Background: an optimization exercise with open tools, aiming at small area. Do not read the settings as production practice.
Function was checked by simulation only, so behaviour that the tests miss may differ from the original.
Power and IR drop assume default switching activity.

--- flow/design.v ---
`timescale 1ns/1ps
module font8x8_basic (
    input  wire [7:0] char_code,    
    input  wire [2:0] row,          
    output reg  [7:0] row_bits      
);
    always @* begin
        row_bits = 8'b0000_0000;
        case (char_code)
            "0": begin
                case (row)
                    3'd1: row_bits = 8'b0011_1100;
                    3'd2: row_bits = 8'b0100_0010;
                    3'd3: row_bits = 8'b0100_0010;
                    3'd4: row_bits = 8'b0100_0010;
                    3'd5: row_bits = 8'b0100_0010;
                    3'd6: row_bits = 8'b0011_1100;
                    default: ;
                endcase
            end
            "1": begin
                case (row)
                    3'd1: row_bits = 8'b0001_1000;
                    3'd2: row_bits = 8'b0010_1000;
                    3'd3: row_bits = 8'b0000_1000;
                    3'd4: row_bits = 8'b0000_1000;
                    3'd5: row_bits = 8'b0000_1000;
                    3'd6: row_bits = 8'b0011_1110;
                    default: ;
                endcase
            end
            "2": begin
                case (row)
                    3'd1: row_bits = 8'b0011_1100;
                    3'd2: row_bits = 8'b0100_0010;
                    3'd3: row_bits = 8'b0000_0100;
                    3'd4: row_bits = 8'b0000_1000;
                    3'd5: row_bits = 8'b0001_0000;
                    3'd6: row_bits = 8'b0111_1110;
                    default: ;
                endcase
            end
            "3": begin
                case (row)
                    3'd1: row_bits = 8'b0011_1100;
                    3'd2: row_bits = 8'b0100_0010;
                    3'd3: row_bits = 8'b0000_1100;
                    3'd4: row_bits = 8'b0000_1100;
                    3'd5: row_bits = 8'b0100_0010;
                    3'd6: row_bits = 8'b0011_1100;
                    default: ;
                endcase
            end
            "5": begin
                case (row)
                    3'd1: row_bits = 8'b0111_1110;
                    3'd2: row_bits = 8'b0100_0000;
                    3'd3: row_bits = 8'b0111_1100;
                    3'd4: row_bits = 8'b0000_0010;
                    3'd5: row_bits = 8'b0100_0010;
                    3'd6: row_bits = 8'b0011_1100;
                    default: ;
                endcase
            end
            "6": begin
                case (row)
                    3'd1: row_bits = 8'b0011_1100;
                    3'd2: row_bits = 8'b0100_0000;
                    3'd3: row_bits = 8'b0111_1100;
                    3'd4: row_bits = 8'b0100_0010;
                    3'd5: row_bits = 8'b0100_0010;
                    3'd6: row_bits = 8'b0011_1100;
                    default: ;
                endcase
            end
            "7": begin
                case (row)
                    3'd1: row_bits = 8'b0111_1110;
                    3'd2: row_bits = 8'b0000_0010;
                    3'd3: row_bits = 8'b0000_0100;
                    3'd4: row_bits = 8'b0000_1000;
                    3'd5: row_bits = 8'b0001_0000;
                    3'd6: row_bits = 8'b0001_0000;
                    default: ;
                endcase
            end
            "8": begin
                case (row)
                    3'd1: row_bits = 8'b0011_1100;
                    3'd2: row_bits = 8'b0100_0010;
                    3'd3: row_bits = 8'b0011_1100;
                    3'd4: row_bits = 8'b0100_0010;
                    3'd5: row_bits = 8'b0100_0010;
                    3'd6: row_bits = 8'b0011_1100;
                    default: ;
                endcase
            end
            "9": begin
                case (row)
                    3'd1: row_bits = 8'b0011_1100;
                    3'd2: row_bits = 8'b0100_0010;
                    3'd3: row_bits = 8'b0100_0010;
                    3'd4: row_bits = 8'b0011_1110;
                    3'd5: row_bits = 8'b0000_0010;
                    3'd6: row_bits = 8'b0011_1100;
                    default: ;
                endcase
            end
            "T": begin
                case (row)
                    3'd1: row_bits = 8'b0111_1110;
                    3'd2: row_bits = 8'b0001_1000;
                    3'd3: row_bits = 8'b0001_1000;
                    3'd4: row_bits = 8'b0001_1000;
                    3'd5: row_bits = 8'b0001_1000;
                    3'd6: row_bits = 8'b0001_1000;
                    default: ;
                endcase
            end
            "E": begin
                case (row)
                    3'd1: row_bits = 8'b0111_1110;
                    3'd2: row_bits = 8'b0100_0000;
                    3'd3: row_bits = 8'b0111_1100;
                    3'd4: row_bits = 8'b0100_0000;
                    3'd5: row_bits = 8'b0100_0000;
                    3'd6: row_bits = 8'b0111_1110;
                    default: ;
                endcase
            end
            "M": begin
                case (row)
                    3'd1: row_bits = 8'b0100_0010;
                    3'd2: row_bits = 8'b0110_0110;
                    3'd3: row_bits = 8'b0101_1010;
                    3'd4: row_bits = 8'b0100_0010;
                    3'd5: row_bits = 8'b0100_0010;
                    3'd6: row_bits = 8'b0100_0010;
                    default: ;
                endcase
            end
            "P": begin
                case (row)
                    3'd1: row_bits = 8'b0111_1100;
                    3'd2: row_bits = 8'b0100_0010;
                    3'd3: row_bits = 8'b0111_1100;
                    3'd4: row_bits = 8'b0100_0000;
                    3'd5: row_bits = 8'b0100_0000;
                    3'd6: row_bits = 8'b0100_0000;
                    default: ;
                endcase
            end
            "A": begin
                case (row)
                    3'd1: row_bits = 8'b0011_1100;
                    3'd2: row_bits = 8'b0100_0010;
                    3'd3: row_bits = 8'b0100_0010;
                    3'd4: row_bits = 8'b0111_1110;
                    3'd5: row_bits = 8'b0100_0010;
                    3'd6: row_bits = 8'b0100_0010;
                    default: ;
                endcase
            end
            "N": begin
                case (row)
                    3'd1: row_bits = 8'b0100_0010;
                    3'd2: row_bits = 8'b0110_0010;
                    3'd3: row_bits = 8'b0101_0010;
                    3'd4: row_bits = 8'b0100_1010;
                    3'd5: row_bits = 8'b0100_0110;
                    3'd6: row_bits = 8'b0100_0010;
                    default: ;
                endcase
            end
            "I": begin
                case (row)
                    3'd1: row_bits = 8'b0011_1100;
                    3'd2: row_bits = 8'b0001_1000;
                    3'd3: row_bits = 8'b0001_1000;
                    3'd4: row_bits = 8'b0001_1000;
                    3'd5: row_bits = 8'b0001_1000;
                    3'd6: row_bits = 8'b0011_1100;
                    default: ;
                endcase
            end
            "R": begin
                case (row)
                    3'd1: row_bits = 8'b0111_1100;
                    3'd2: row_bits = 8'b0100_0010;
                    3'd3: row_bits = 8'b0111_1100;
                    3'd4: row_bits = 8'b0100_1000;
                    3'd5: row_bits = 8'b0100_0100;
                    3'd6: row_bits = 8'b0100_0010;
                    default: ;
                endcase
            end
            "F": begin
                case (row)
                    3'd1: row_bits = 8'b0111_1110;
                    3'd2: row_bits = 8'b0100_0000;
                    3'd3: row_bits = 8'b0111_1100;
                    3'd4: row_bits = 8'b0100_0000;
                    3'd5: row_bits = 8'b0100_0000;
                    3'd6: row_bits = 8'b0100_0000;
                    default: ;
                endcase
            end
            "O": begin
                case (row)
                    3'd1: row_bits = 8'b0011_1100;
                    3'd2: row_bits = 8'b0100_0010;
                    3'd3: row_bits = 8'b0100_0010;
                    3'd4: row_bits = 8'b0100_0010;
                    3'd5: row_bits = 8'b0100_0010;
                    3'd6: row_bits = 8'b0011_1100;
                    default: ;
                endcase
            end
            "S": begin
                case (row)
                    3'd1: row_bits = 8'b0011_1110;
                    3'd2: row_bits = 8'b0100_0000;
                    3'd3: row_bits = 8'b0011_1100;
                    3'd4: row_bits = 8'b0000_0010;
                    3'd5: row_bits = 8'b0000_0010;
                    3'd6: row_bits = 8'b0111_1100;
                    default: ;
                endcase
            end
            "V": begin
                case (row)
                    3'd1: row_bits = 8'b0100_0010;
                    3'd2: row_bits = 8'b0100_0010;
                    3'd3: row_bits = 8'b0100_0010;
                    3'd4: row_bits = 8'b0010_0100;
                    3'd5: row_bits = 8'b0010_0100;
                    3'd6: row_bits = 8'b0001_1000;
                    default: ;
                endcase
            end
            "Y": begin
                case (row)
                    3'd1: row_bits = 8'b0100_0010;
                    3'd2: row_bits = 8'b0010_0100;
                    3'd3: row_bits = 8'b0001_1000;
                    3'd4: row_bits = 8'b0001_1000;
                    3'd5: row_bits = 8'b0001_1000;
                    3'd6: row_bits = 8'b0001_1000;
                    default: ;
                endcase
            end
           "4": begin
                case (row)
                    3'd1: row_bits = 8'b0000_1100;
                    3'd2: row_bits = 8'b0001_0100;
                    3'd3: row_bits = 8'b0010_0100;
                    3'd4: row_bits = 8'b0111_1110;
                    3'd5: row_bits = 8'b0000_0100;
                    3'd6: row_bits = 8'b0000_0100;
                    default: ;
                endcase
            end
            " ": begin
            end
            default: begin
            end
        endcase
    end
endmodule
`timescale 1ns/1ps
module vga_char_glyph #(
    parameter integer CH_W = 8,
    parameter integer CH_H = 8
)(
    input  wire       clk_pix,
    input  wire       rst_pix,
    input  wire [9:0] hcount,        
    input  wire [9:0] vcount,
    input  wire       active_video,  
    input  wire [9:0] x0,            
    input  wire [9:0] y0,            
    input  wire [7:0] char_code,     
    output reg        pixel_on       
);
    wire in_box =
        active_video &&
        (hcount >= x0) && (hcount < x0 + CH_W) &&
        (vcount >= y0) && (vcount < y0 + CH_H);
    wire [9:0] rel_x = hcount - x0;
    wire [9:0] rel_y = vcount - y0;
    wire [2:0] col = rel_x[2:0];    
    wire [2:0] row = rel_y[2:0];    
    wire [7:0] row_bits;
    font8x8_basic u_font (
        .char_code(char_code),
        .row      (row),
        .row_bits (row_bits)
    );
    wire font_bit = row_bits[7 - col];
    always @(posedge clk_pix) begin
        if (rst_pix) begin
            pixel_on <= 1'b0;
        end else begin
            pixel_on <= in_box && font_bit;
        end
    end
endmodule
`timescale 1ns/1ps
module vga_status_overlay #(
    parameter signed [15:0] TEMP_Q15_COLD = 16'sd4096,
    parameter signed [15:0] TEMP_Q15_HOT  = 16'sd16384
)(
    input  wire        pix_clk,
    input  wire        rst,
    input  wire [9:0]  hcount,
    input  wire [9:0]  vcount,
    input  wire        active_video,
    input  wire        frame_tick,
    input  wire [11:0] rgb_bg,
    input  wire  signed [15:0] sample_q15,
    input  wire  signed [15:0] duty_q15,
    input  wire         fan_temp_on,
    input  wire         fan_manual_on,
    input  wire         fan_pir_on,
    input  wire         fan_on,
    input  wire [7:0]   uart_tx_byte,
    input  wire         uart_tx_vld,
    input  wire         byte_accepted,
    input  wire  signed [15:0] theta_q15,
    input  wire         pir_active,
    input  wire         pir_rise,
    input  wire  signed [15:0] enc_pos,
    input  wire                enc_step_pulse,
    input  wire                enc_dir,
    input  wire        sw_temp_en,
    input  wire        sw_manual_en,
    input  wire        sw_pir_en,
    output reg  [11:0] rgb_out
);
    wire [9:0] h = hcount;
    wire [9:0] v = vcount;
    reg rst_q, rst_qq;
    always @(posedge pix_clk) begin
        rst_q  <= rst;
        rst_qq <= rst_q;
    end
    wire s1_clr = rst_q | rst_qq;         
    wire ld     = frame_tick & ~rst;      
    wire ld_v   = ld & ~s1_clr;           
    reg [6:0]  st_s0, st_s1;       
    reg [15:0] smp_s0;
    reg [7:0]  smp_s1;             
    reg [3:0]  smp_s1_fb;          
    reg [8:0]  dty_s0;             
    reg [7:0]  dty_s1;             
    reg        dty_s1_neg;
    reg [15:0] th_s0;
    reg [8:0]  th_s1;              
    reg        th_s1_neg;
    reg [7:0]  txb_s0, txb_s1;
    reg [4:0]  ev_s0, ev_s1;       
    reg        dir_s0, dir_s1;
    reg [15:0] enc_s0, enc_s1;
    reg [17:0] th_y;
    reg [8:0]  th_deg;
    reg        th_c, th_a;
    integer    tci;
    always @* begin
        th_c = 1'b0;
        for (tci = 0; tci < 18; tci = tci + 1) begin
            th_a = (tci >= 2 && tci < 17) ? th_s0[tci-2] : 1'b0;
            th_y[tci] = (tci < 15 ? th_s0[tci] : 1'b0) ^ th_a ^ th_c;
            th_c = ((tci < 15 ? th_s0[tci] : 1'b0) & th_a) |
                   (th_c & ((tci < 15 ? th_s0[tci] : 1'b0) ^ th_a));
        end
        th_c = 1'b0;
        for (tci = 3; tci < 12; tci = tci + 1)
            th_c = (th_y[tci] & th_y[tci-3]) | (th_c & (th_y[tci] ^ th_y[tci-3]));
        for (tci = 12; tci < 21; tci = tci + 1) begin
            th_a = (tci < 18) ? th_y[tci] : 1'b0;
            th_deg[tci-12] = th_a ^ th_y[tci-3] ^ th_c;
            th_c = (th_a & th_y[tci-3]) | (th_c & (th_a ^ th_y[tci-3]));
        end
    end
    reg [3:0] smp_fb;
    reg       fb_c, fb_a;
    integer   fbi;
    always @* begin
        fb_c = 1'b0;
        for (fbi = 2; fbi < 7; fbi = fbi + 1)
            fb_c = (smp_s0[fbi] & smp_s0[fbi-2]) | (fb_c & (smp_s0[fbi] ^ smp_s0[fbi-2]));
        for (fbi = 7; fbi < 11; fbi = fbi + 1) begin
            fb_a = (fbi < 8) ? smp_s0[fbi] : 1'b0;
            smp_fb[fbi-7] = fb_a ^ ((fbi - 2 < 8) ? smp_s0[fbi-2] : 1'b0) ^ fb_c;
            fb_c = (fb_a & ((fbi - 2 < 8) ? smp_s0[fbi-2] : 1'b0)) |
                   (fb_c & (fb_a ^ ((fbi - 2 < 8) ? smp_s0[fbi-2] : 1'b0)));
        end
    end
    always @(posedge pix_clk) begin
        st_s0  <= {fan_temp_on, fan_manual_on, fan_pir_on, fan_on,
                   sw_temp_en, sw_manual_en, sw_pir_en};
        st_s1  <= st_s0;
        smp_s0 <= sample_q15;
        smp_s1 <= smp_s0[15:8];
        smp_s1_fb <= smp_fb;
        dty_s0 <= duty_q15[15:7];
        dty_s1 <= dty_s0[7:0];
        dty_s1_neg <= dty_s0[8];
        th_s0  <= theta_q15;
        th_s1  <= th_deg;
        th_s1_neg <= th_s0[15];
        txb_s0 <= uart_tx_byte;
        txb_s1 <= txb_s0;
        ev_s0  <= {uart_tx_vld, byte_accepted, pir_rise, enc_step_pulse, pir_active};
        ev_s1  <= ev_s0;
        dir_s0 <= enc_dir;
        dir_s1 <= dir_s0;
        enc_s0 <= enc_pos;
        enc_s1 <= enc_s0;
    end
    wire [4:0] ev = ev_s1 & {5{~s1_clr}};    
    wire tx_vld_sync = ev[4];
    wire ba_sync     = ev[3];
    wire pir_rise_s1 = ev[2];
    wire enc_step_s1 = ev[1];
    wire pir_act_s1  = ev[0];
    reg [3:0] ev_prev;    
    always @(posedge pix_clk)
        ev_prev <= ev[4:1];
    wire tx_vld_rise = tx_vld_sync & ~ev_prev[3];
    wire ba_rise     = ba_sync     & ~ev_prev[2];
    wire pir_rise_px = pir_rise_s1 & ~ev_prev[1];
    wire enc_step_px = enc_step_s1 & ~ev_prev[0];
    reg [6:0] st_pix;
    reg [7:0] temp_code;       
    reg [3:0] temp_fb;         
    reg [7:0] duty_pix;        
    reg [8:0] deg;             
    always @(posedge pix_clk) begin
        if (rst) begin
            st_pix    <= 7'd0;
            temp_code <= 8'd0;
            temp_fb   <= 4'd0;
            duty_pix  <= 8'd0;
            deg       <= 9'd0;
        end else if (frame_tick) begin
            st_pix    <= s1_clr ? 7'd0 : st_s1;
            temp_code <= s1_clr ? 8'd0 : smp_s1;
            temp_fb   <= s1_clr ? 4'd0 : smp_s1_fb;
            duty_pix  <= (s1_clr | dty_s1_neg) ? 8'd0 : dty_s1;
            deg       <= (s1_clr | th_s1_neg) ? 9'd0 : th_s1;
        end
    end
    wire        t_lo = temp_code[7] | (temp_code[6:4] == 3'd0);
    wire        t_hi = temp_code[6];
    wire [5:0]  t_c6 = {temp_code[5:4] - 2'd1, temp_code[3:0]};    
    wire [8:0]  t_x  = {t_c6, 3'd0} + {2'd0, t_c6, 1'b0} + {5'd0, temp_fb};
    reg  [7:0]  t_div3;
    reg  [1:0]  t_rem;
    reg  [2:0]  t_xx;
    integer     ti;
    always @* begin
        t_rem = 2'd0;
        t_div3 = 8'd0;
        for (ti = 8; ti >= 0; ti = ti - 1) begin
            t_xx = {t_rem, t_x[ti]};
            case (t_xx)
                3'd0: begin t_rem = 2'd0; if (ti < 8) t_div3[ti] = 1'b0; end
                3'd1: begin t_rem = 2'd1; if (ti < 8) t_div3[ti] = 1'b0; end
                3'd2: begin t_rem = 2'd2; if (ti < 8) t_div3[ti] = 1'b0; end
                3'd3: begin t_rem = 2'd0; if (ti < 8) t_div3[ti] = 1'b1; end
                3'd4: begin t_rem = 2'd1; if (ti < 8) t_div3[ti] = 1'b1; end
                default: begin t_rem = 2'd2; if (ti < 8) t_div3[ti] = 1'b1; end
            endcase
        end
    end
    wire [7:0]  temp_h = t_lo ? 8'd0 : t_hi ? 8'd159 : t_div3;
    wire fan_temp_pix   = st_pix[6];
    wire fan_manual_pix = st_pix[5];
    wire fan_pir_pix    = st_pix[4];
    wire fan_on_pix     = st_pix[3];
    wire sw_temp_pix    = st_pix[2];
    wire sw_manual_pix  = st_pix[1];
    wire sw_pir_pix     = st_pix[0];
    reg [7:0] rot_h;           
    reg       enc_chg_d1, enc_chg;
    reg       enc_dir_pix;
    reg [7:0] enc_h10;
    reg       enc_c, enc_a;
    integer   ei;
    always @* begin
        enc_c = enc_s1[15] & (enc_s1[7:0] == 8'd0);
        for (ei = 0; ei < 8; ei = ei + 1) begin
            enc_a = enc_s1[8+ei] ^ enc_s1[15];
            enc_h10[ei] = enc_a ^ enc_c ^ ((8'd10 >> ei) & 1'b1);
            enc_c = ((8'd10 >> ei) & 1'b1) ? (enc_a | enc_c) : (enc_a & enc_c);
        end
    end
    always @(posedge pix_clk) begin
        rot_h       <= (rst | s1_clr) ? 8'd10 : enc_h10;
        enc_dir_pix <= (rst | s1_clr) ? 1'b0 : dir_s1;
        enc_chg_d1  <= (rst | rst_q) ? 1'b0 :
                       rst_qq ? (enc_s0 != 16'd0) : (enc_s0 != enc_s1);
        enc_chg     <= rst ? 1'b0 : enc_chg_d1;
    end
    reg [5:0] pir_cnt;  reg pir_nz;
    reg [5:0] rot_cnt;  reg rot_nz;
    reg [7:0] ul;        
    reg [15:0] ucount;
    reg [7:0]  uart_acc;
    localparam [7:0] UL_SEED = 8'h01;
    function [7:0] ul_step;    
        input [7:0] s;
        ul_step = {s[6:0], s[7] ^ s[5] ^ s[4] ^ s[3]};
    endfunction
    localparam [7:0] UL_LAST = 8'h80;    
    always @(posedge pix_clk) begin
        if (rst) begin
            pir_cnt <= 6'd0; pir_nz <= 1'b0;
            rot_cnt <= 6'd0; rot_nz <= 1'b0;
            ul      <= 8'd0;
            ucount  <= 16'd0;
            uart_acc <= 8'd0;
        end else begin
            if (pir_rise_px) begin
                pir_cnt <= 6'd63; pir_nz <= 1'b1;
            end else if (frame_tick && pir_nz)
                pir_cnt <= pir_cnt - 6'd1;
            if (enc_chg || enc_step_px) begin
                rot_cnt <= 6'd63; rot_nz <= 1'b1;
            end else if (frame_tick && rot_nz)
                rot_cnt <= rot_cnt - 6'd1;
            if (tx_vld_rise)
                ul <= UL_SEED;
            else if (frame_tick && ul != 8'd0)
                ul <= (ul == UL_LAST) ? 8'd0 : ul_step(ul);
            if (ba_rise) begin
                ucount   <= ucount + 16'd1;
                uart_acc <= txb_s1;
            end
        end
    end
    function [7:0] font8;
        input [4:0] c;
        input [2:0] r;
        begin
            case ({c, r})
                {5'd1, 3'd1}: font8 = 8'b00111100;  
                {5'd1, 3'd2}: font8 = 8'b01000010;  
                {5'd1, 3'd3}: font8 = 8'b01000010;  
                {5'd1, 3'd4}: font8 = 8'b01000010;  
                {5'd1, 3'd5}: font8 = 8'b01000010;  
                {5'd1, 3'd6}: font8 = 8'b00111100;  
                {5'd2, 3'd1}: font8 = 8'b01111110;  
                {5'd2, 3'd2}: font8 = 8'b01000000;  
                {5'd2, 3'd3}: font8 = 8'b01111100;  
                {5'd2, 3'd4}: font8 = 8'b00000010;  
                {5'd2, 3'd5}: font8 = 8'b01000010;  
                {5'd2, 3'd6}: font8 = 8'b00111100;  
                {5'd3, 3'd1}: font8 = 8'b00111100;  
                {5'd3, 3'd2}: font8 = 8'b01000000;  
                {5'd3, 3'd3}: font8 = 8'b01111100;  
                {5'd3, 3'd4}: font8 = 8'b01000010;  
                {5'd3, 3'd5}: font8 = 8'b01000010;  
                {5'd3, 3'd6}: font8 = 8'b00111100;  
                {5'd4, 3'd1}: font8 = 8'b01111110;  
                {5'd4, 3'd2}: font8 = 8'b00000010;  
                {5'd4, 3'd3}: font8 = 8'b00000100;  
                {5'd4, 3'd4}: font8 = 8'b00001000;  
                {5'd4, 3'd5}: font8 = 8'b00010000;  
                {5'd4, 3'd6}: font8 = 8'b00010000;  
                {5'd5, 3'd1}: font8 = 8'b00111100;  
                {5'd5, 3'd2}: font8 = 8'b01000010;  
                {5'd5, 3'd3}: font8 = 8'b01000010;  
                {5'd5, 3'd4}: font8 = 8'b00111110;  
                {5'd5, 3'd5}: font8 = 8'b00000010;  
                {5'd5, 3'd6}: font8 = 8'b00111100;  
                {5'd6, 3'd1}: font8 = 8'b00111100;  
                {5'd6, 3'd2}: font8 = 8'b01000010;  
                {5'd6, 3'd3}: font8 = 8'b01000010;  
                {5'd6, 3'd4}: font8 = 8'b01111110;  
                {5'd6, 3'd5}: font8 = 8'b01000010;  
                {5'd6, 3'd6}: font8 = 8'b01000010;  
                {5'd7, 3'd1}: font8 = 8'b01111110;  
                {5'd7, 3'd2}: font8 = 8'b01000000;  
                {5'd7, 3'd3}: font8 = 8'b01111100;  
                {5'd7, 3'd4}: font8 = 8'b01000000;  
                {5'd7, 3'd5}: font8 = 8'b01000000;  
                {5'd7, 3'd6}: font8 = 8'b01111110;  
                {5'd8, 3'd1}: font8 = 8'b01111110;  
                {5'd8, 3'd2}: font8 = 8'b01000000;  
                {5'd8, 3'd3}: font8 = 8'b01111100;  
                {5'd8, 3'd4}: font8 = 8'b01000000;  
                {5'd8, 3'd5}: font8 = 8'b01000000;  
                {5'd8, 3'd6}: font8 = 8'b01000000;  
                {5'd9, 3'd1}: font8 = 8'b00111100;  
                {5'd9, 3'd2}: font8 = 8'b00011000;  
                {5'd9, 3'd3}: font8 = 8'b00011000;  
                {5'd9, 3'd4}: font8 = 8'b00011000;  
                {5'd9, 3'd5}: font8 = 8'b00011000;  
                {5'd9, 3'd6}: font8 = 8'b00111100;  
                {5'd10, 3'd1}: font8 = 8'b01000010;  
                {5'd10, 3'd2}: font8 = 8'b01100110;  
                {5'd10, 3'd3}: font8 = 8'b01011010;  
                {5'd10, 3'd4}: font8 = 8'b01000010;  
                {5'd10, 3'd5}: font8 = 8'b01000010;  
                {5'd10, 3'd6}: font8 = 8'b01000010;  
                {5'd11, 3'd1}: font8 = 8'b01000010;  
                {5'd11, 3'd2}: font8 = 8'b01100010;  
                {5'd11, 3'd3}: font8 = 8'b01010010;  
                {5'd11, 3'd4}: font8 = 8'b01001010;  
                {5'd11, 3'd5}: font8 = 8'b01000110;  
                {5'd11, 3'd6}: font8 = 8'b01000010;  
                {5'd12, 3'd1}: font8 = 8'b00111100;  
                {5'd12, 3'd2}: font8 = 8'b01000010;  
                {5'd12, 3'd3}: font8 = 8'b01000010;  
                {5'd12, 3'd4}: font8 = 8'b01000010;  
                {5'd12, 3'd5}: font8 = 8'b01000010;  
                {5'd12, 3'd6}: font8 = 8'b00111100;  
                {5'd13, 3'd1}: font8 = 8'b01111100;  
                {5'd13, 3'd2}: font8 = 8'b01000010;  
                {5'd13, 3'd3}: font8 = 8'b01111100;  
                {5'd13, 3'd4}: font8 = 8'b01000000;  
                {5'd13, 3'd5}: font8 = 8'b01000000;  
                {5'd13, 3'd6}: font8 = 8'b01000000;  
                {5'd14, 3'd1}: font8 = 8'b01111100;  
                {5'd14, 3'd2}: font8 = 8'b01000010;  
                {5'd14, 3'd3}: font8 = 8'b01111100;  
                {5'd14, 3'd4}: font8 = 8'b01001000;  
                {5'd14, 3'd5}: font8 = 8'b01000100;  
                {5'd14, 3'd6}: font8 = 8'b01000010;  
                {5'd15, 3'd1}: font8 = 8'b00111110;  
                {5'd15, 3'd2}: font8 = 8'b01000000;  
                {5'd15, 3'd3}: font8 = 8'b00111100;  
                {5'd15, 3'd4}: font8 = 8'b00000010;  
                {5'd15, 3'd5}: font8 = 8'b00000010;  
                {5'd15, 3'd6}: font8 = 8'b01111100;  
                {5'd16, 3'd1}: font8 = 8'b01111110;  
                {5'd16, 3'd2}: font8 = 8'b00011000;  
                {5'd16, 3'd3}: font8 = 8'b00011000;  
                {5'd16, 3'd4}: font8 = 8'b00011000;  
                {5'd16, 3'd5}: font8 = 8'b00011000;  
                {5'd16, 3'd6}: font8 = 8'b00011000;  
                {5'd17, 3'd1}: font8 = 8'b01000010;  
                {5'd17, 3'd2}: font8 = 8'b01000010;  
                {5'd17, 3'd3}: font8 = 8'b01000010;  
                {5'd17, 3'd4}: font8 = 8'b00100100;  
                {5'd17, 3'd5}: font8 = 8'b00100100;  
                {5'd17, 3'd6}: font8 = 8'b00011000;  
                {5'd18, 3'd1}: font8 = 8'b01000010;  
                {5'd18, 3'd2}: font8 = 8'b00100100;  
                {5'd18, 3'd3}: font8 = 8'b00011000;  
                {5'd18, 3'd4}: font8 = 8'b00011000;  
                {5'd18, 3'd5}: font8 = 8'b00011000;  
                {5'd18, 3'd6}: font8 = 8'b00011000;  
                default: font8 = 8'd0;
            endcase
        end
    endfunction
    function [4:0] leg_char;
        input [7:0] q;
        case (q)
            8'd87: leg_char = 5'd16;
            8'd88: leg_char = 5'd16;
            8'd89: leg_char = 5'd12;
            8'd90: leg_char = 5'd12;
            8'd91: leg_char = 5'd8;
            8'd92: leg_char = 5'd8;
            8'd107: leg_char = 5'd16;
            8'd108: leg_char = 5'd16;
            8'd109: leg_char = 5'd10;
            8'd110: leg_char = 5'd10;
            8'd111: leg_char = 5'd13;
            8'd112: leg_char = 5'd13;
            8'd127: leg_char = 5'd15;
            8'd128: leg_char = 5'd15;
            8'd129: leg_char = 5'd14;
            8'd130: leg_char = 5'd14;
            8'd131: leg_char = 5'd17;
            8'd132: leg_char = 5'd17;
            8'd147: leg_char = 5'd15;
            8'd148: leg_char = 5'd15;
            8'd149: leg_char = 5'd18;
            8'd150: leg_char = 5'd18;
            8'd151: leg_char = 5'd15;
            8'd152: leg_char = 5'd15;
            default: leg_char = 5'd0;
        endcase
    endfunction
    function [4:0] fan_char;
        input [6:0] q;
        case (q)
            7'd41: fan_char = 5'd10;
            7'd42: fan_char = 5'd6;
            7'd43: fan_char = 5'd11;
            7'd51: fan_char = 5'd16;
            7'd52: fan_char = 5'd7;
            7'd53: fan_char = 5'd10;
            7'd54: fan_char = 5'd13;
            7'd61: fan_char = 5'd13;
            7'd62: fan_char = 5'd9;
            7'd63: fan_char = 5'd14;
            7'd71: fan_char = 5'd8;
            7'd72: fan_char = 5'd6;
            7'd73: fan_char = 5'd11;
            default: fan_char = 5'd0;
        endcase
    endfunction
    function [4:0] t60_char;
        input [6:0] q;
        case (q)
            7'd57: t60_char = 5'd3;
            7'd58: t60_char = 5'd1;
            7'd59: t60_char = 5'd8;
            default: t60_char = 5'd0;
        endcase
    endfunction
    function [4:0] t75_char;
        input [6:0] q;
        case (q)
            7'd57: t75_char = 5'd4;
            7'd58: t75_char = 5'd2;
            7'd59: t75_char = 5'd8;
            default: t75_char = 5'd0;
        endcase
    endfunction
    function [4:0] t90_char;
        input [6:0] q;
        case (q)
            7'd57: t90_char = 5'd5;
            7'd58: t90_char = 5'd1;
            7'd59: t90_char = 5'd8;
            default: t90_char = 5'd0;
        endcase
    endfunction
    function ge10;    
        input [9:0] a;
        input [9:0] b;
        integer i;
        reg r;
        begin
            r = 1'b1;
            for (i = 0; i < 10; i = i + 1)
                r = b[i] ? (a[i] & r) : (a[i] | r);
            ge10 = r;
        end
    endfunction
    function inr;     
        input [9:0] a;
        input [9:0] lo;
        input [9:0] hi;
        inr = ge10(a, lo) & ge10(hi, a);
    endfunction
    wire in_leg_txt = inr(v, 10'd20, 10'd27);
    wire in_fan_txt = inr(v, 10'd40, 10'd47);
    wire in_t60     = inr(v, 10'd432, 10'd439);
    wire in_t75     = inr(v, 10'd358, 10'd365);
    wire in_t90     = inr(v, 10'd285, 10'd292);
    wire [4:0] tch = (in_leg_txt ? leg_char(h[9:2]) : 5'd0) |
                     (in_fan_txt ? fan_char(h[9:3]) : 5'd0) |
                     (in_t60     ? t60_char(h[9:3]) : 5'd0) |
                     (in_t75     ? t75_char(h[9:3]) : 5'd0) |
                     (in_t90     ? t90_char(h[9:3]) : 5'd0);
    wire [2:0] trow = v[2:0] - (in_leg_txt ? 3'd4 : in_t75 ? 3'd6 : in_t90 ? 3'd5 : 3'd0);
    wire [2:0] tcol = {h[2] ^ in_leg_txt, h[1:0]};
    wire [7:0] tbits = font8(tch, trow);
    wire       tpix  = active_video & tbits[~tcol];
    reg text_q, tick_q;
    always @(posedge pix_clk) begin
        if (rst) begin
            text_q <= 1'b0;
            tick_q <= 1'b0;
        end else begin
            text_q <= tpix & (in_leg_txt | in_fan_txt);
            tick_q <= tpix & (in_t60 | in_t75 | in_t90);
        end
    end
    wire vb_td = inr(v, 10'd429, 10'd435);
    wire box_t = vb_td && inr(h, 10'd488, 10'd504);
    wire box_d = vb_td && inr(h, 10'd568, 10'd584);
    wire box_h = inr(v, 10'd132, 10'd138) && inr(h, 10'd328, 10'd344);
    wire box_u = inr(v, 10'd114, 10'd120) && inr(h, 10'd388, 10'd410);
    wire [6:0] pct = ge10({3'd0, duty_pix[7:1]}, 10'd101) ? 7'd100 : duty_pix[7:1];
    wire [8:0] dval = box_t ? {1'b0, temp_code} :
                      box_d ? {2'b00, pct} : deg;
    function [3:0] add3;
        input [3:0] x;
        case (x)
            4'd5: add3 = 4'd8;
            4'd6: add3 = 4'd9;
            4'd7: add3 = 4'd10;
            4'd8: add3 = 4'd11;
            4'd9: add3 = 4'd12;
            default: add3 = x;
        endcase
    endfunction
    reg [11:0] bcd;
    integer bi;
    always @* begin
        bcd = 12'd0;
        for (bi = 8; bi >= 0; bi = bi - 1) begin
            bcd = {add3(bcd[11:8]), add3(bcd[7:4]), add3(bcd[3:0])};
            bcd = {bcd[10:0], dval[bi]};
        end
    end
    wire [4:0] xw = h[4:0] - (box_u ? 5'd4 : box_d ? 5'd24 : 5'd8);
    reg [1:0] didx;
    reg [2:0] dcol;
    always @* begin
        case (xw)
            5'd0, 5'd1, 5'd2, 5'd3, 5'd4, 5'd5:       didx = 2'd0;
            5'd6, 5'd7, 5'd8, 5'd9, 5'd10, 5'd11:     didx = 2'd1;
            5'd12, 5'd13, 5'd14, 5'd15, 5'd16, 5'd17: didx = 2'd2;
            default:                                  didx = 2'd3;
        endcase
        case (xw)
            5'd0, 5'd6, 5'd12, 5'd18: dcol = 3'd0;
            5'd1, 5'd7, 5'd13, 5'd19: dcol = 3'd1;
            5'd2, 5'd8, 5'd14, 5'd20: dcol = 3'd2;
            5'd3, 5'd9, 5'd15, 5'd21: dcol = 3'd3;
            5'd4, 5'd10, 5'd16, 5'd22: dcol = 3'd4;
            default:                  dcol = 3'd5;
        endcase
    end
    wire [2:0] drow = v[2:0] - (box_u ? 3'd2 : box_h ? 3'd4 : 3'd5);
    reg [3:0] dsel;
    always @* begin
        if (box_u) begin
            case (didx)
                2'd0: dsel = ucount[15:12];
                2'd1: dsel = ucount[11:8];
                2'd2: dsel = ucount[7:4];
                default: dsel = ucount[3:0];
            endcase
        end else begin
            case (didx)
                2'd0: dsel = bcd[11:8];
                2'd1: dsel = bcd[7:4];
                default: dsel = bcd[3:0];
            endcase
        end
    end
    function [34:0] digit_5x7_bitmap;
        input [3:0] d;
        begin
            case (d)
                4'd0: digit_5x7_bitmap = 35'b01110_10001_10011_10101_11001_10001_01110;
                4'd1: digit_5x7_bitmap = 35'b00100_01100_00100_00100_00100_00100_01110;
                4'd2: digit_5x7_bitmap = 35'b01110_10001_00001_00010_00100_01000_11111;
                4'd3: digit_5x7_bitmap = 35'b01110_10001_00001_00110_00001_10001_01110;
                4'd4: digit_5x7_bitmap = 35'b00010_00110_01010_10010_11111_00010_00010;
                4'd5: digit_5x7_bitmap = 35'b11111_10000_11110_00001_00001_10001_01110;
                4'd6: digit_5x7_bitmap = 35'b00110_01000_10000_11110_10001_10001_01110;
                4'd7: digit_5x7_bitmap = 35'b11111_00001_00010_00100_01000_01000_01000;
                4'd8: digit_5x7_bitmap = 35'b01110_10001_10001_01110_10001_10001_01110;
                4'd9: digit_5x7_bitmap = 35'b01110_10001_10001_01111_00001_00010_01100;
                default: digit_5x7_bitmap = 35'd0;
            endcase
        end
    endfunction
    wire [34:0] dbits = digit_5x7_bitmap(dsel);
    reg  [4:0]  drow_bits;
    always @* begin
        case (drow)
            3'd0: drow_bits = dbits[34:30];
            3'd1: drow_bits = dbits[29:25];
            3'd2: drow_bits = dbits[24:20];
            3'd3: drow_bits = dbits[19:15];
            3'd4: drow_bits = dbits[14:10];
            3'd5: drow_bits = dbits[9:5];
            default: drow_bits = dbits[4:0];
        endcase
    end
    reg dpix;
    always @* begin
        case (dcol)
            3'd0: dpix = drow_bits[4];
            3'd1: dpix = drow_bits[3];
            3'd2: dpix = drow_bits[2];
            3'd3: dpix = drow_bits[1];
            3'd4: dpix = drow_bits[0];
            default: dpix = 1'b0;
        endcase
    end
    wire digit_on = (box_t | box_d | box_h | box_u) && dpix;
    wire in_col0 = inr(h, 10'd320, 10'd399);
    wire in_col1 = inr(h, 10'd400, 10'd479);
    wire in_col2 = inr(h, 10'd480, 10'd559);
    wire in_col3 = inr(h, 10'd560, 10'd639);
    wire in_legend = inr(v, 10'd16, 10'd27);
    wire in_fanrow = inr(v, 10'd32, 10'd63);
    wire in_statrow = inr(v, 10'd64, 10'd95);
    wire temp_cold = ~ge10({2'd0, temp_h}, 10'd53);
    wire temp_hot  = ge10({2'd0, temp_h}, 10'd106);
    wire [2:0] hp_hi = h[9:5] == 5'd15 ? 3'd0 : h[9:5] == 5'd16 ? 3'd1 :
                       h[9:5] == 5'd17 ? 3'd2 : h[9:5] == 5'd18 ? 3'd3 : 3'd4;
    wire in_pir = inr(v, 10'd96, 10'd127) && inr(h, 10'd480, 10'd639) &&
                  (pir_nz ? ge10({4'd0, pir_cnt}, {4'd0, hp_hi, h[4:2]}) : (h == 10'd480));
    wire in_ubits = inr(v, 10'd102, 10'd121) && inr(h, 10'd324, 10'd475);
    reg ubit;
    always @* begin
        if (ge10(10'd342, h)) ubit = uart_acc[7];
        else if (ge10(10'd361, h)) ubit = uart_acc[6];
        else if (ge10(10'd380, h)) ubit = uart_acc[5];
        else if (ge10(10'd399, h)) ubit = uart_acc[4];
        else if (ge10(10'd418, h)) ubit = uart_acc[3];
        else if (ge10(10'd437, h)) ubit = uart_acc[2];
        else if (ge10(10'd456, h)) ubit = uart_acc[1];
        else                   ubit = uart_acc[0];
    end
    wire segr1 = inr(v, 10'd196, 10'd205);
    wire segr2 = inr(v, 10'd206, 10'd215);
    wire segc0 = inr(h, 10'd584, 10'd591);
    wire segc1 = inr(h, 10'd595, 10'd602);
    wire segc2 = inr(h, 10'd606, 10'd613);
    wire segc3 = inr(h, 10'd617, 10'd624);
    wire in_seg = (segr1 | segr2) & (segc0 | segc1 | segc2 | segc3);
    wire [6:0] dp = duty_pix[7:1];
    wire [9:0] dpx = {3'd0, dp};
    wire seg_lit = segr1 ? (segc0 ? ge10(dpx, 10'd13) : segc1 ? ge10(dpx, 10'd25) :
                            segc2 ? ge10(dpx, 10'd38) : ge10(dpx, 10'd50))
                         : (segc0 ? ge10(dpx, 10'd63) : segc1 ? ge10(dpx, 10'd75) :
                            segc2 ? ge10(dpx, 10'd88) : ge10(dpx, 10'd100));
    reg [8:0] vu;
    reg       vu_b;
    integer   vui;
    always @* begin
        vu_b = 1'b0;
        for (vui = 0; vui < 9; vui = vui + 1) begin
            vu[vui] = v[vui] ^ vu_b ^ ((9'd440 >> vui) & 1'b1);
            vu_b = ((9'd440 >> vui) & 1'b1) ? (v[vui] & vu_b) : (v[vui] | vu_b);
        end
    end
    wire v_le440 = ge10(10'd440, v);
    wire in_tbar = inr(h, 10'd488, 10'd507) && v_le440 && ge10({2'd0, temp_h}, {1'b0, vu});
    wire in_dbar = inr(h, 10'd568, 10'd587) && v_le440 && ge10({2'd0, duty_pix}, {1'b0, vu});
    wire in_rbar = inr(h, 10'd624, 10'd639) && ge10(10'd430, v) && ge10({2'd0, rot_h}, {1'b0, vu});
    wire in_tick = inr(h, 10'd482, 10'd487) &&
                   ((v == 10'd435) || (v == 10'd436) || (v == 10'd361) ||
                    (v == 10'd362) || (v == 10'd288) || (v == 10'd289));
    wire cx_mid = inr(h, 10'd597, 10'd602);
    wire cy_mid = inr(v, 10'd141, 10'd146);
    wire comp_N = cx_mid && inr(v, 10'd133, 10'd138);
    wire comp_S = cx_mid && inr(v, 10'd149, 10'd154);
    wire comp_W = cy_mid && inr(h, 10'd589, 10'd594);
    wire comp_E = cy_mid && inr(h, 10'd605, 10'd610);
    wire comp_C = cx_mid && cy_mid;
    wire [9:0] degx = {1'b0, deg};
    wire d45 = ge10(degx, 10'd45), d135 = ge10(degx, 10'd135);
    wire d225 = ge10(degx, 10'd225), d315 = ge10(degx, 10'd315);
    wire dir_N = ~d45 | d315;
    wire dir_E = d45 & ~d135;
    wire dir_S = d135 & ~d225;
    wire dir_W = d225 & ~d315;
    wire [3:0] rl = rot_nz ? rot_cnt[5:2] : 4'd0;
    wire stat_sys_ok = fan_on_pix | pir_act_s1 | ba_sync;
    wire comp_dir = (comp_N && dir_N) || (comp_E && dir_E) ||
                    (comp_S && dir_S) || (comp_W && dir_W);
    wire comp_any = comp_N | comp_E | comp_S | comp_W | comp_C;
    wire [11:0] rot_c = enc_dir_pix ? {1'b0, rl[3:1], rl, 4'h0} : {rl, 4'h0, 1'b0, rl[3:1]};
    wire        grp_b = in_rbar | comp_any;
    wire [11:0] col_b = ({12{in_rbar}} & rot_c) |
                        ({12{comp_any}} & (comp_dir ? 12'hFFF : 12'h888));
    wire st0 = in_statrow && in_col0, st1 = in_statrow && in_col1;
    wire st2 = in_statrow && in_col2, st3 = in_statrow && in_col3;
    wire fn0 = in_fanrow && in_col0,  fn1 = in_fanrow && in_col1;
    wire fn2 = in_fanrow && in_col2,  fn3 = in_fanrow && in_col3;
    wire lg0 = in_legend && in_col0,  lg1 = in_legend && in_col1;
    wire lg2 = in_legend && in_col2,  lg3 = in_legend && in_col3;
    wire [11:0] c_tbar = temp_cold ? 12'h04F : temp_hot ? 12'hF00 : 12'h0F0;
    wire [11:0] c_seg  = seg_lit ? 12'h0F0 : 12'h060;
    wire [11:0] c_ubit = ubit ? 12'h0FF : 12'h222;
    wire [11:0] c_pir  = pir_act_s1 ? 12'h0F0 : 12'hFF0;
    wire [11:0] c_st0  = (ul != 8'd0) ? 12'h0FF : 12'h222;
    wire [11:0] c_st1  = temp_hot ? 12'hF00 : temp_cold ? 12'h00F : 12'h0F0;
    wire [11:0] c_st2  = rot_nz ? 12'h0F0 : 12'h222;
    wire [11:0] c_st3  = stat_sys_ok ? 12'hF0F : 12'h222;
    wire [11:0] c_fn0  = !sw_manual_pix ? 12'h222 : fan_manual_pix ? 12'h04F : 12'h027;
    wire [11:0] c_fn1  = !sw_temp_pix ? 12'h222 : fan_temp_pix ? 12'hF80 : 12'h630;
    wire [11:0] c_fn2  = !sw_pir_pix ? 12'h222 : fan_pir_pix ? 12'h0F0 : 12'h050;
    wire [11:0] c_fn3  = fan_on_pix ? 12'hFFF : 12'hF0F;
    wire low_any = in_tbar | in_seg | in_ubits | in_pir |
                   st0 | st1 | st2 | st3 | fn0 | fn1 | fn2 | fn3 |
                   lg0 | lg1 | lg2 | lg3;
    wire [11:0] low_c = ({12{in_tbar}}  & c_tbar) | ({12{in_seg}} & c_seg) |
                        ({12{in_ubits}} & c_ubit) | ({12{in_pir}} & c_pir) |
                        ({12{st0}} & c_st0) | ({12{st1}} & c_st1) |
                        ({12{st2}} & c_st2) | ({12{st3}} & c_st3) |
                        ({12{fn0}} & c_fn0) | ({12{fn1}} & c_fn1) |
                        ({12{fn2}} & c_fn2) | ({12{fn3}} & c_fn3) |
                        ({12{lg0}} & 12'h00F) | ({12{lg1}} & 12'h0F0) |
                        ({12{lg2}} & 12'h0FF) | ({12{lg3}} & 12'hF0F);
    wire        grp_d = digit_on | in_dbar | low_any;
    wire [11:0] col_d = digit_on ? (box_u ? 12'h0FF : 12'hFFF) :
                        in_dbar  ? {4'h0, duty_pix[7:4], 4'h0} : low_c;
    always @* begin
        if (!active_video)
            rgb_out = 12'h000;
        else if (text_q)
            rgb_out = 12'hFFF;
        else if (grp_b)
            rgb_out = col_b;
        else if (tick_q | in_tick)
            rgb_out = 12'hFFF;
        else if (grp_d)
            rgb_out = col_d;
        else
            rgb_out = rgb_bg;
    end
endmodule
--- flow/standard.sh ---
#!/bin/bash
# synth_recipe.tcl (not shown) runs the flow's synth.tcl, then flattens the netlist and writes it again
# the make line also repeats each setting of config.mk as NAME=value (left out here)
make -C /OpenROAD-flow-scripts/flow DESIGN_CONFIG=/design/flow/config.mk WORK_HOME=/design/flow/orfs CLKGATE_MAP_FILE= SYNTH_SCRIPT=/design/flow/synth_recipe.tcl "${@:-finish}"
--- flow/config.mk ---
export PLATFORM = sky130hd
export DESIGN_NAME = vga_status_overlay
export DESIGN_NICKNAME = vga_status_overlay
export VERILOG_FILES = /design/flow/design.v
export SDC_FILE = /design/flow/constraint.sdc
export NUM_CORES = 4
export LEC_CHECK = 0
export ABC_AREA = 1
export CAP_MARGIN = 20
export CORE_MARGIN = 2
export CORE_UTILIZATION = 55
export SLEW_MARGIN = 20
--- flow/constraint.sdc ---
create_clock -name core_clock -period 20.0 [get_ports {pix_clk}]
set_input_delay 4.0000 -clock core_clock [delete_from_list [all_inputs] [get_ports {pix_clk}]]
set_output_delay 4.0000 -clock core_clock [all_outputs]
set_load 0.01 [all_outputs]
--- flow/flow/run.sh ---
#!/bin/bash
# Layout flow: the standard ORFS flow (standard.sh) with these changes:
#  - synthesis: no adder/half-adder cell extraction (ADDER_MAP_FILE empty),
#    and an area-oriented ABC mapping script (five rounds of
#    dc2; &dch -f; &nf -a -R 3000 -F 12 -A 12). The rest of synthesis is the standard script
#    (synth_recipe.tcl), so the registers and their names are those of the
#    standard synthesis;
#  - plain buf_1 cells as port buffers (every input and output port still
#    gets its own buffer; repair_design resizes them where needed);
#  - clock tree synthesis with clkbuf_8 cells, small clusters and no dummy
#    loads.
# Each tool's full output goes to a log file in this folder (ORFS also keeps
# its per-step logs under orfs/logs).
set -euo pipefail
here=$(pwd)
rm -rf "$here/scripts_area"
cp -r "$FLOW_HOME/scripts" "$here/scripts_area"
round='strash\ndc2\n&get -n\n&st\n&dch -f\n&nf -R 3000 -a -F 12 -A 12\n&put\n'
printf "${round}${round}${round}${round}${round}topo\nstime -c\n" > "$here/scripts_area/abc_area.script"
cp "$here/scripts_area/abc_area.script" "$here/scripts_area/abc_speed.script"
SCRIPTS_DIR="$here/scripts_area" ADDER_MAP_FILE= bash standard.sh synth > flow_synth.log 2>&1
export BUFFER_PORTS_ARGS="-buffer_cell sky130_fd_sc_hd__buf_1"
export CTS_ARGS="-sink_clustering_enable -repair_clock_nets -dont_use_dummy_load -buf_list sky130_fd_sc_hd__clkbuf_8 -sink_clustering_size 16 -sink_clustering_max_diameter 60"
bash standard.sh > flow_layout.log 2>&1
==> tab_implementation.tex, run 1 <==
\begin{tabular}{lr}
\hline
Metric & Value \\
\hline
\multicolumn{2}{l}{\textbf{Route}} \\
Total number of vias & 13,200 \\
Detailed Route Iter0 Violations & 1,444 \\
Post-detailed-route via-to-cell ratio & 6.05 \\
Average wire length per cell after detail routing & 16.8 um \\
DRC violation count after routing & 0 \\
Number of optimization iterations in the first detailed-route pass & 5 \\
Number of nets with antenna violations after routing & 0 \\
Final WL & roughly 37,000 um \\
\multicolumn{2}{l}{\textbf{STA}} \\
Final min period & $\sim$18,000 ps \\
Final cycle utilization of the critical path & approximately nine tenths \\
Final number of max-transition violations & 0 \\
Minimum setup slack in the final design & 2160 ps \\
Transition at the pin with the smallest max-transition slack & between 1000 and 1500 ps \\
Setup skew after layout & a little over 90 ps \\
RSZ-0062 raised after global routing & false \\
Final setup TNS & 0 ps \\
Final setup violating endpoints & 0 \\
Slew headroom & 29.9\% \\
Endpoints failing hold & 0 \\
Maximum clock frequency & roughly 0.056 GHz \\
\multicolumn{2}{l}{\textbf{Synthesis}} \\
Synth area leader & dfxtp\_1 \\
Most used standard cell by instance count after synthesis & nand2\_1 \\
Number of enable-type register cells in the synthesized netlist & 0 \\
Area of the mapped netlist & 12,900 um\^{}2 \\
Post-Synth XOR/XNOR Area & under 10\% \\
Post-synthesis area per instance & between 7 and 8 um\^{}2 \\
Largest family of logic cells by synthesized area & compound AO/OA/AOI/OAI gates \\
Ys flop type & dfxtp\_1 \\
Adder-Cell Fraction of Synth Area & 1.01\% \\
Synth top area share & approximately two fifths \\
Post-synthesis async set-or-reset flop share & 0\% \\
Share of synthesized area spent on multiplexers & between 1 and 1.5\% \\
Post-Syn Nets & 1,811 \\
Sequential share of the synthesized area & 38.4\% \\
Number of instances in the synthesized netlist & approximately 1,700 \\
Flip-flop and latch count after synthesis & 247 \\
Synth Area in Compound Gates & between 20\% and 30\% \\
Fraction of the mapped netlist area in simple logic gates & 25.9\% \\
Commonest cells post-synth & 252 x nand2\_1, 247 x dfxtp\_1, 200 x nor2\_1 \\
Top cells by area, synth & dfxtp\_1 38\%, nand2\_1 7.3\%, nor2\_1 5.8\%, a21oi\_1 5.6\%, o21ai\_0 5.0\% \\
Syn. warnings & 1 \\
Count of different cell masters after synthesis & 59 \\
\multicolumn{2}{l}{\textbf{CTS}} \\
Clock buffers created by TritonCTS & 23 \\
Clock tree from TritonCTS & built \\
Maximum clock insertion buffer count & 3 \\
Clock transition at the registers of the reported paths & 90 ps \\
Count of hold-fix buffers inserted at cts & 0 \\
Buffer type at the clock tree root & clkbuf\_8 \\
CTS sink count & 247 \\
Number of cells upsized or downsized after cts & 0 \\
Maximum level of the CTS H-tree & 1 \\
Clock latency reported for the late side of the worst-skew pair & slightly below 600 ps \\
Number of buffers added for setup after CTS & 0 \\
\multicolumn{2}{l}{\textbf{Pwr}} \\
Static leakage & 5.16 nW \\
Power density relative to cell area & 74.3 nW/um\^{}2 \\
Combinational group share of total power & between 20\% and 30\% \\
Net switching power & 0.000338 W \\
Share of total power in sequential cells & 51.6\% \\
Internal power & 0.000720 W \\
Switching share of total power & 31.9\% \\
VDD IR-drop max & 0.0000766 V \\
Part of the total power dissipated in the clock network & 24.1\% \\
\multicolumn{2}{l}{\textbf{Layout}} \\
Finished Core Util & $\sim$61\% \\
ANT cells & 0 \\
Area of the multi-input gates & 7700 um\^{}2 \\
Area occupied by registers & $\sim$4900 um\^{}2 \\
Number of nets in the finished design & 1,980 \\
Share of post-route cells with drive strength above 1 & about 2.5\% \\
Filler cells & approximately 2,200 \\
Relative area change from synthesis to final layout & 10.5\% \\
\multicolumn{2}{l}{\textbf{Place}} \\
Port bufs & about 130 \\
Post-placement setup slack & $\sim$2500 ps \\
GPL Wtd Cong & just over 1 \\
Detailed placement HPWL & 27,600 um \\
\multicolumn{2}{l}{\textbf{Critical path}} \\
Worst endpoint required time & 16,000 ps \\
Crit. End Element & primary output \\
Crit path launch type & input pin \\
Crit path arrival time & 13,840 ps \\
Worst R2R Start & th\_s0[3]\$\_DFF\_P\_ \\
Number of cell instances on the worst register-to-register path & 30 \\
FF-to-FF setup slack & around 14,000 ps \\
Crit-path most repeated cell & o21ai\_0 \\
Largest incremental delay on the critical path & $\sim$700 ps \\
Destination of the worst register-to-register timing path & th\_s1[8]\$\_DFF\_P\_ \\
Cell at the slowest stage of the critical path & a21oi\_1 \\
Crit Path Class & in -> out \\
Crit path max fanout & 18 \\
\multicolumn{2}{l}{\textbf{Global route}} \\
Global-route total usage across every layer & 29.1\% \\
Global-route wire length before repair & 58,900 um \\
Largest net degree at the start of global routing & 74 \\
Number of antenna violations at the first check in global routing & 0 \\
Via count of the first global-routing pass & $\sim$12,000 \\
Global-route congestion overflow total & 0 \\
\multicolumn{2}{l}{\textbf{Floorplanning}} \\
Number of standard-cell rows in the floorplan & 56 \\
Core Footprint & approximately 23,000 um\^{}2 \\
Initial core utilization & 55.4\% \\
Full die area & approximately 25,000 um\^{}2 \\
DIE HEIGHT & 157 um \\
Num ports & 133 \\
Width of the chip & about 160 um \\
\multicolumn{2}{l}{\textbf{Worst hold path}} \\
Startpoint of the tightest hold check path & txb\_s0[0]\$\_DFF\_P\_ \\
Hold Crit Depth & 0 \\
Endpoint of the worst hold-timing path & txb\_s1[0]\$\_DFF\_P\_ \\
Worst hold path class & reg -> reg \\
\multicolumn{2}{l}{\textbf{Job}} \\
Max capacitance violation total & 0 \\
\multicolumn{2}{l}{\textbf{Outcome}} \\
Outcome & timing/DRC/antenna clean \\
\hline
\end{tabular}
==> flip-flops by register name, indices dropped and copies added (netlist names), 9 cells and up <==
signal and count:
smp_s0 16, th_s0 16, dty_s0 9, deg 9, enc_s1 16, enc_s0 16, th_s1 9, ucount 16
==> cells in the final DEF, fill, tap and decap left out, drive strengths merged, types with 15 or more instances in the layout <==
cell,Yosys,final
o22ai,24,24
a21oi,143,143
nand2,252,252
a21o,15,15
xnor2,43,43
or2,15,15
o21ai,129,129
clkbuf,0,25
nand3,53,53
dfxtp,247,247
o21a,21,21
and3,21,21
nor2b,25,25
clkinv,70,70
a211oi,44,44
xor2,31,31
and2,30,30
a31oi,36,36
buf,0,142
nor3,64,64
a22oi,20,20
nor2,200,200
==> stage by stage <==
stage	hold slack, ps	power [W]	area (um^2)	cells
floorplan	310	0.000734	12900	1690
CTS	313	0.00106	14200	2176
global placement	310	0.000804	13900	2153
detailed placement	312	0.000809	13900	2153
finish	310	0.00106	14200	2176
global route	321	0.00112	14200	2176
==> layer usage <==
| layer | GRT usage [%] | up-vias | wire [um] | part of all wire (%) |
|---|---|---|---|---|
| li1 | - | 6515 | - | - |
| met1 | 38.3 | 6047 | 16000 | 44 |
| met2 | 48.6 | 517 | 16700 | 45 |
| met3 | 4.05 | 83 | 2660 | 7.3 |
| met4 | 11.0 | 0 | 1340 | 3.6 |
| met5 | 0 | - | 0 | 0 |
==> layout make-up <==
type	instances	share of cell area (%)
multi-input combinational	1373	54.1
timing repair buffer	144	4.31
inverter	70	1.85
tap	319	2.80
sequential	247	34.7
clock buffer	23	2.22
==> power by group through the flow <==
stage,logic [W],registers (W),clock network [W]
after floorplan,0.000184,0.000550,0
final,0.000257,0.000547,0.000255
after detailed placement,0.000252,0.000557,0
after CTS,0.000253,0.000546,0.000262
after global placement,0.000248,0.000556,0
after global routing,0.000290,0.000550,0.000278
==> worst max path at each step <==
stage | startpoint | to | slack (ps)
after global placement | hcount[4] | rgb_out[2] | 2660
after global routing | hcount[3] | rgb_out[2] | 1430
after floorplan | hcount[5] | rgb_out[2] | 3920
after detailed placement | hcount[4] | rgb_out[2] | 2550
final | hcount[3] | rgb_out[2] | 2160
after CTS | hcount[4] | rgb_out[2] | 2520
==> worst max-delay path: cells and delay by family <==
family | cells | cell delay, ps
simple gates | 17 | 3710
buf+inv | 7 | 1270
compound gates | 23 | 4830
==> logic make-up after synthesis <==
family	after synthesis
AO/OA/AOI/OAI	542
flip-flops	247
buffers and inverters	70
XOR/XNOR	74
AND/OR/NAND/NOR	730
adder cells (fa/ha/maj)	13
multiplexers	14
==> run 2, diff against run 1 <==
--- a/flow/design.v
+++ b/flow/design.v
@@ -611,48 +611,42 @@
                 {5'd11, 3'd4}: font8 = 8'b01001010;  
                 {5'd11, 3'd5}: font8 = 8'b01000110;  
                 {5'd11, 3'd6}: font8 = 8'b01000010;  
-                {5'd12, 3'd1}: font8 = 8'b00111100;  
+                {5'd12, 3'd1}: font8 = 8'b01111100;  
                 {5'd12, 3'd2}: font8 = 8'b01000010;  
-                {5'd12, 3'd3}: font8 = 8'b01000010;  
-                {5'd12, 3'd4}: font8 = 8'b01000010;  
-                {5'd12, 3'd5}: font8 = 8'b01000010;  
-                {5'd12, 3'd6}: font8 = 8'b00111100;  
+                {5'd12, 3'd3}: font8 = 8'b01111100;  
+                {5'd12, 3'd4}: font8 = 8'b01000000;  
+                {5'd12, 3'd5}: font8 = 8'b01000000;  
+                {5'd12, 3'd6}: font8 = 8'b01000000;  
                 {5'd13, 3'd1}: font8 = 8'b01111100;  
                 {5'd13, 3'd2}: font8 = 8'b01000010;  
                 {5'd13, 3'd3}: font8 = 8'b01111100;  
-                {5'd13, 3'd4}: font8 = 8'b01000000;  
-                {5'd13, 3'd5}: font8 = 8'b01000000;  
-                {5'd13, 3'd6}: font8 = 8'b01000000;  
-                {5'd14, 3'd1}: font8 = 8'b01111100;  
-                {5'd14, 3'd2}: font8 = 8'b01000010;  
-                {5'd14, 3'd3}: font8 = 8'b01111100;  
-                {5'd14, 3'd4}: font8 = 8'b01001000;  
-                {5'd14, 3'd5}: font8 = 8'b01000100;  
-                {5'd14, 3'd6}: font8 = 8'b01000010;  
-                {5'd15, 3'd1}: font8 = 8'b00111110;  
-                {5'd15, 3'd2}: font8 = 8'b01000000;  
-                {5'd15, 3'd3}: font8 = 8'b00111100;  
-                {5'd15, 3'd4}: font8 = 8'b00000010;  
-                {5'd15, 3'd5}: font8 = 8'b00000010;  
-                {5'd15, 3'd6}: font8 = 8'b01111100;  
-                {5'd16, 3'd1}: font8 = 8'b01111110;  
-                {5'd16, 3'd2}: font8 = 8'b00011000;  
-                {5'd16, 3'd3}: font8 = 8'b00011000;  
-                {5'd16, 3'd4}: font8 = 8'b00011000;  
-                {5'd16, 3'd5}: font8 = 8'b00011000;  
+                {5'd13, 3'd4}: font8 = 8'b01001000;  
+                {5'd13, 3'd5}: font8 = 8'b01000100;  
+                {5'd13, 3'd6}: font8 = 8'b01000010;  
+                {5'd14, 3'd1}: font8 = 8'b00111110;  
+                {5'd14, 3'd2}: font8 = 8'b01000000;  
+                {5'd14, 3'd3}: font8 = 8'b00111100;  
+                {5'd14, 3'd4}: font8 = 8'b00000010;  
+                {5'd14, 3'd5}: font8 = 8'b00000010;  
+                {5'd14, 3'd6}: font8 = 8'b01111100;  
+                {5'd15, 3'd1}: font8 = 8'b01111110;  
+                {5'd15, 3'd2}: font8 = 8'b00011000;  
+                {5'd15, 3'd3}: font8 = 8'b00011000;  
+                {5'd15, 3'd4}: font8 = 8'b00011000;  
+                {5'd15, 3'd5}: font8 = 8'b00011000;  
+                {5'd15, 3'd6}: font8 = 8'b00011000;  
+                {5'd16, 3'd1}: font8 = 8'b01000010;  
+                {5'd16, 3'd2}: font8 = 8'b01000010;  
+                {5'd16, 3'd3}: font8 = 8'b01000010;  
+                {5'd16, 3'd4}: font8 = 8'b00100100;  
+                {5'd16, 3'd5}: font8 = 8'b00100100;  
                 {5'd16, 3'd6}: font8 = 8'b00011000;  
                 {5'd17, 3'd1}: font8 = 8'b01000010;  
-                {5'd17, 3'd2}: font8 = 8'b01000010;  
-                {5'd17, 3'd3}: font8 = 8'b01000010;  
-                {5'd17, 3'd4}: font8 = 8'b00100100;  
-                {5'd17, 3'd5}: font8 = 8'b00100100;  
+                {5'd17, 3'd2}: font8 = 8'b00100100;  
+                {5'd17, 3'd3}: font8 = 8'b00011000;  
+                {5'd17, 3'd4}: font8 = 8'b00011000;  
+                {5'd17, 3'd5}: font8 = 8'b00011000;  
                 {5'd17, 3'd6}: font8 = 8'b00011000;  
-                {5'd18, 3'd1}: font8 = 8'b01000010;  
-                {5'd18, 3'd2}: font8 = 8'b00100100;  
-                {5'd18, 3'd3}: font8 = 8'b00011000;  
-                {5'd18, 3'd4}: font8 = 8'b00011000;  
-                {5'd18, 3'd5}: font8 = 8'b00011000;  
-                {5'd18, 3'd6}: font8 = 8'b00011000;  
                 default: font8 = 8'd0;
             endcase
         end
@@ -660,30 +654,30 @@
     function [4:0] leg_char;
         input [7:0] q;
         case (q)
-            8'd87: leg_char = 5'd16;
-            8'd88: leg_char = 5'd16;
-            8'd89: leg_char = 5'd12;
-            8'd90: leg_char = 5'd12;
+            8'd87: leg_char = 5'd15;
+            8'd88: leg_char = 5'd15;
+            8'd89: leg_char = 5'd1;
+            8'd90: leg_char = 5'd1;
             8'd91: leg_char = 5'd8;
             8'd92: leg_char = 5'd8;
-            8'd107: leg_char = 5'd16;
-            8'd108: leg_char = 5'd16;
+            8'd107: leg_char = 5'd15;
+            8'd108: leg_char = 5'd15;
             8'd109: leg_char = 5'd10;
             8'd110: leg_char = 5'd10;
-            8'd111: leg_char = 5'd13;
-            8'd112: leg_char = 5'd13;
-            8'd127: leg_char = 5'd15;
-            8'd128: leg_char = 5'd15;
-            8'd129: leg_char = 5'd14;
-            8'd130: leg_char = 5'd14;
-            8'd131: leg_char = 5'd17;
-            8'd132: leg_char = 5'd17;
-            8'd147: leg_char = 5'd15;
-            8'd148: leg_char = 5'd15;
-            8'd149: leg_char = 5'd18;
-            8'd150: leg_char = 5'd18;
-            8'd151: leg_char = 5'd15;
-            8'd152: leg_char = 5'd15;
+            8'd111: leg_char = 5'd12;
+            8'd112: leg_char = 5'd12;
+            8'd127: leg_char = 5'd14;
+            8'd128: leg_char = 5'd14;
+            8'd129: leg_char = 5'd13;
+            8'd130: leg_char = 5'd13;
+            8'd131: leg_char = 5'd16;
+            8'd132: leg_char = 5'd16;
+            8'd147: leg_char = 5'd14;
+            8'd148: leg_char = 5'd14;
+            8'd149: leg_char = 5'd17;
+            8'd150: leg_char = 5'd17;
+            8'd151: leg_char = 5'd14;
+            8'd152: leg_char = 5'd14;
             default: leg_char = 5'd0;
         endcase
     endfunction
@@ -693,13 +687,13 @@
             7'd41: fan_char = 5'd10;
             7'd42: fan_char = 5'd6;
             7'd43: fan_char = 5'd11;
-            7'd51: fan_char = 5'd16;
+            7'd51: fan_char = 5'd15;
             7'd52: fan_char = 5'd7;
             7'd53: fan_char = 5'd10;
-            7'd54: fan_char = 5'd13;
-            7'd61: fan_char = 5'd13;
+            7'd54: fan_char = 5'd12;
+            7'd61: fan_char = 5'd12;
             7'd62: fan_char = 5'd9;
-            7'd63: fan_char = 5'd14;
+            7'd63: fan_char = 5'd13;
             7'd71: fan_char = 5'd8;
             7'd72: fan_char = 5'd6;
             7'd73: fan_char = 5'd11;
==> tab_implementation.tex, run 2 <==
\begin{tabular}{lr}
\hline
Metric & Value \\
\hline
\multicolumn{2}{l}{\textbf{Outcome}} \\
Outcome & timing/DRC/antenna clean \\
\multicolumn{2}{l}{\textbf{Layout}} \\
Filler cells & 2,122 \\
ANT cells & 0 \\
Area of the multi-input gates & 7610 um\^{}2 \\
Number of nets in the finished design & about 2,000 \\
Share of post-route cells with drive strength above 1 & 2.23\% \\
Highest-count cells in the layout ignoring fill and taps & 247 x dfxtp\_1, 222 x nor2\_1, 213 x nand2\_1 \\
\multicolumn{2}{l}{\textbf{Floorplanning}} \\
Core Footprint & 22,800 um\^{}2 \\
Num ports & 133 \\
\multicolumn{2}{l}{\textbf{Global route}} \\
GR peak layer & met2 \\
GRT met3 Usage & under 10\% \\
Met2 layer usage reported by global route & between 40\% and 50\% \\
Via count of the first global-routing pass & 11,700 \\
Global-route wire length before repair & 56,600 um \\
\multicolumn{2}{l}{\textbf{Synthesis}} \\
Number of enable-type register cells in the synthesized netlist & 0 \\
Synth top area share & 38.5\% \\
Number of instances in the synthesized netlist & 1,672 \\
Syn. warnings & 1 \\
Commonest cells post-synth & 247 x dfxtp\_1, 222 x nor2\_1, 213 x nand2\_1 \\
Most used standard cell by instance count after synthesis & dfxtp\_1 \\
\multicolumn{2}{l}{\textbf{STA}} \\
Setup skew after layout & 68.8 ps \\
Final setup TNS & 0 ps \\
Maximum clock frequency & between 0.05 and 0.06 GHz \\
Minimum setup slack in the final design & 1950 ps \\
Worst hold slack & 292 ps \\
Final number of max-transition violations & 0 \\
RSZ-0062 raised after global routing & false \\
Final setup violating endpoints & 0 \\
\multicolumn{2}{l}{\textbf{Critical path}} \\
Crit Path Class & in -> out \\
Crit. End Element & primary output \\
Largest incremental delay on the critical path & 460 ps \\
Crit path launch type & input pin \\
Crit path max fanout & 11 \\
Worst endpoint required time & between 15,000 and 20,000 ps \\
\multicolumn{2}{l}{\textbf{Route}} \\
Post-detailed-route via-to-cell ratio & 6.02 \\
Number of nets with antenna violations after routing & 0 \\
Number of optimization iterations in the first detailed-route pass & 6 \\
DRC violation count after routing & 0 \\
\multicolumn{2}{l}{\textbf{Pwr}} \\
Net switching power & 0.000311 W \\
Switching share of total power & 30.5\% \\
Combinational group share of total power & approximately 22\% \\
\multicolumn{2}{l}{\textbf{Place}} \\
Port bufs & approximately 130 \\
Detailed placement HPWL & 26,300 um \\
Post-placement setup slack & roughly 2300 ps \\
Total instance count after detailed placement & $\sim$2,100 \\
\multicolumn{2}{l}{\textbf{CTS}} \\
Maximum level of the CTS H-tree & 1 \\
Clock latency reported for the late side of the worst-skew pair & 540 ps \\
Maximum clock insertion buffer count & 3 \\
Clock buffers created by TritonCTS & 22 \\
\hline
\end{tabular}
[run 2: cell types whose count changed after synthesis, sizes merged, moves of 6 or more]
cell,previous run,this run
nor2,200,222
maj3,13,20
a22oi,20,13
o21ai,129,123
o22ai,24,16
o32ai,10,18
or3,8,15
nand2,252,213
o31a,2,9
nand2b,14,23
clkinv,70,77
[run 2: worst paths after layout]
kind / startpoint / end / slack (ps) / cells past startpoint
max reg2reg: th_s0[3]$_DFF_P_ / th_s1[8]$_DFF_P_ / 13530 / 25
min reg2reg: smp_s0[12]$_DFF_P_ / smp_s1[4]$_DFF_P_ / 290 / 0
max: hcount[7] / rgb_out[2] / 1950 / 51
min: smp_s0[12]$_DFF_P_ / smp_s1[4]$_DFF_P_ / 290 / 0
[run 2: per-stage QoR]
stage	power, W	util [%]
6_report	0.00102	62.0
5_1_grt	0.00108	62.0
4_1_cts	0.00102	62.0
3_5_place_dp	0.000779	60.7
3_3_place_gp	0.000776	60.7
2_1_floorplan	0.000712	-
[run 2: worst max-delay path: cells and delay by family]
family                 cells  cell delay [ps]
AND/OR/NAND/NOR           26             5210
AO/OA/AOI/OAI             20             3930
buffers and inverters      5              870
[run 2: layout make-up]
class | count | share of cell area [%]
sequential | 247 | 35.0
timing repair buffer | 141 | 4.19
tap | 313 | 2.77
multi-input combinational | 1348 | 53.9
inverter | 77 | 2.05
clock buffer | 22 | 2.14
[run 2: logic make-up (layout without fill, tap and decap cells)]
logic type      after synthesis  after routing  synth area share [%]
flops                       247            247                  38.5
fa+ha+maj                    20             20                  1.56
mux                          12             12                 0.955
simple gates                728            728                  26.2
compound gates              509            509                  25.1
buf+inv                      77            240                  2.25
xor+xnor                     79             79                  5.39
[run 2: layer usage]
layer,vias to the layer above,wire length (um)
li1,6421,-
met1,5879,15300
met2,540,15500
met3,84,2910
met4,0,888
met5,-,0
[run 2: power by group through the flow]
stage / sequential, W / combinational [W] / clock [W]
finish: 0.000546 / 0.000227 / 0.000245
global placement: 0.000556 / 0.000220 / 0
detailed placement: 0.000557 / 0.000222 / 0
floorplan: 0.000550 / 0.000162 / 0
CTS: 0.000546 / 0.000224 / 0.000254
global route: 0.000550 / 0.000255 / 0.000271

what the ideal ports hide:
The flow's constraints put no driver on any port. The routed layouts listed below were extracted and timed again, unchanged, in two steps.
Step 1: set_driving_cell puts a clkbuf_16 on pix_clk and a buf_2 on each other input, an assumption about the parent block.
Step 2 adds t to the input delays and takes it off the output delays; t is the mean of the earliest and latest rising clock arrival at the registers after step 1. Input paths then give back, and output paths get back, about the clock's delay inside the block.
Slacks: ideal / step 1 / step 2; pairs: ideal / step 1.
| run | t, ns | setup slack, ns | latest minus earliest clock arrival (ns) | worst slew at a driven data input, ns | cell pins on the clock port's net |
|---|---|---|---|---|---|
| run 1 | 0.578 | 2.160 / 2.134 / 2.134 | 0.100 / 0.100 | 0.07 | 1 |
| run 2 | 0.559 | 1.948 / 1.881 / 1.881 | 0.074 / 0.074 | 0.07 | 1 |
After both steps every run listed still meets setup and hold. For run 2, which loses most, drivers alone change the setup slack by -0.067 ns; drivers and shift together by -0.067 ns.
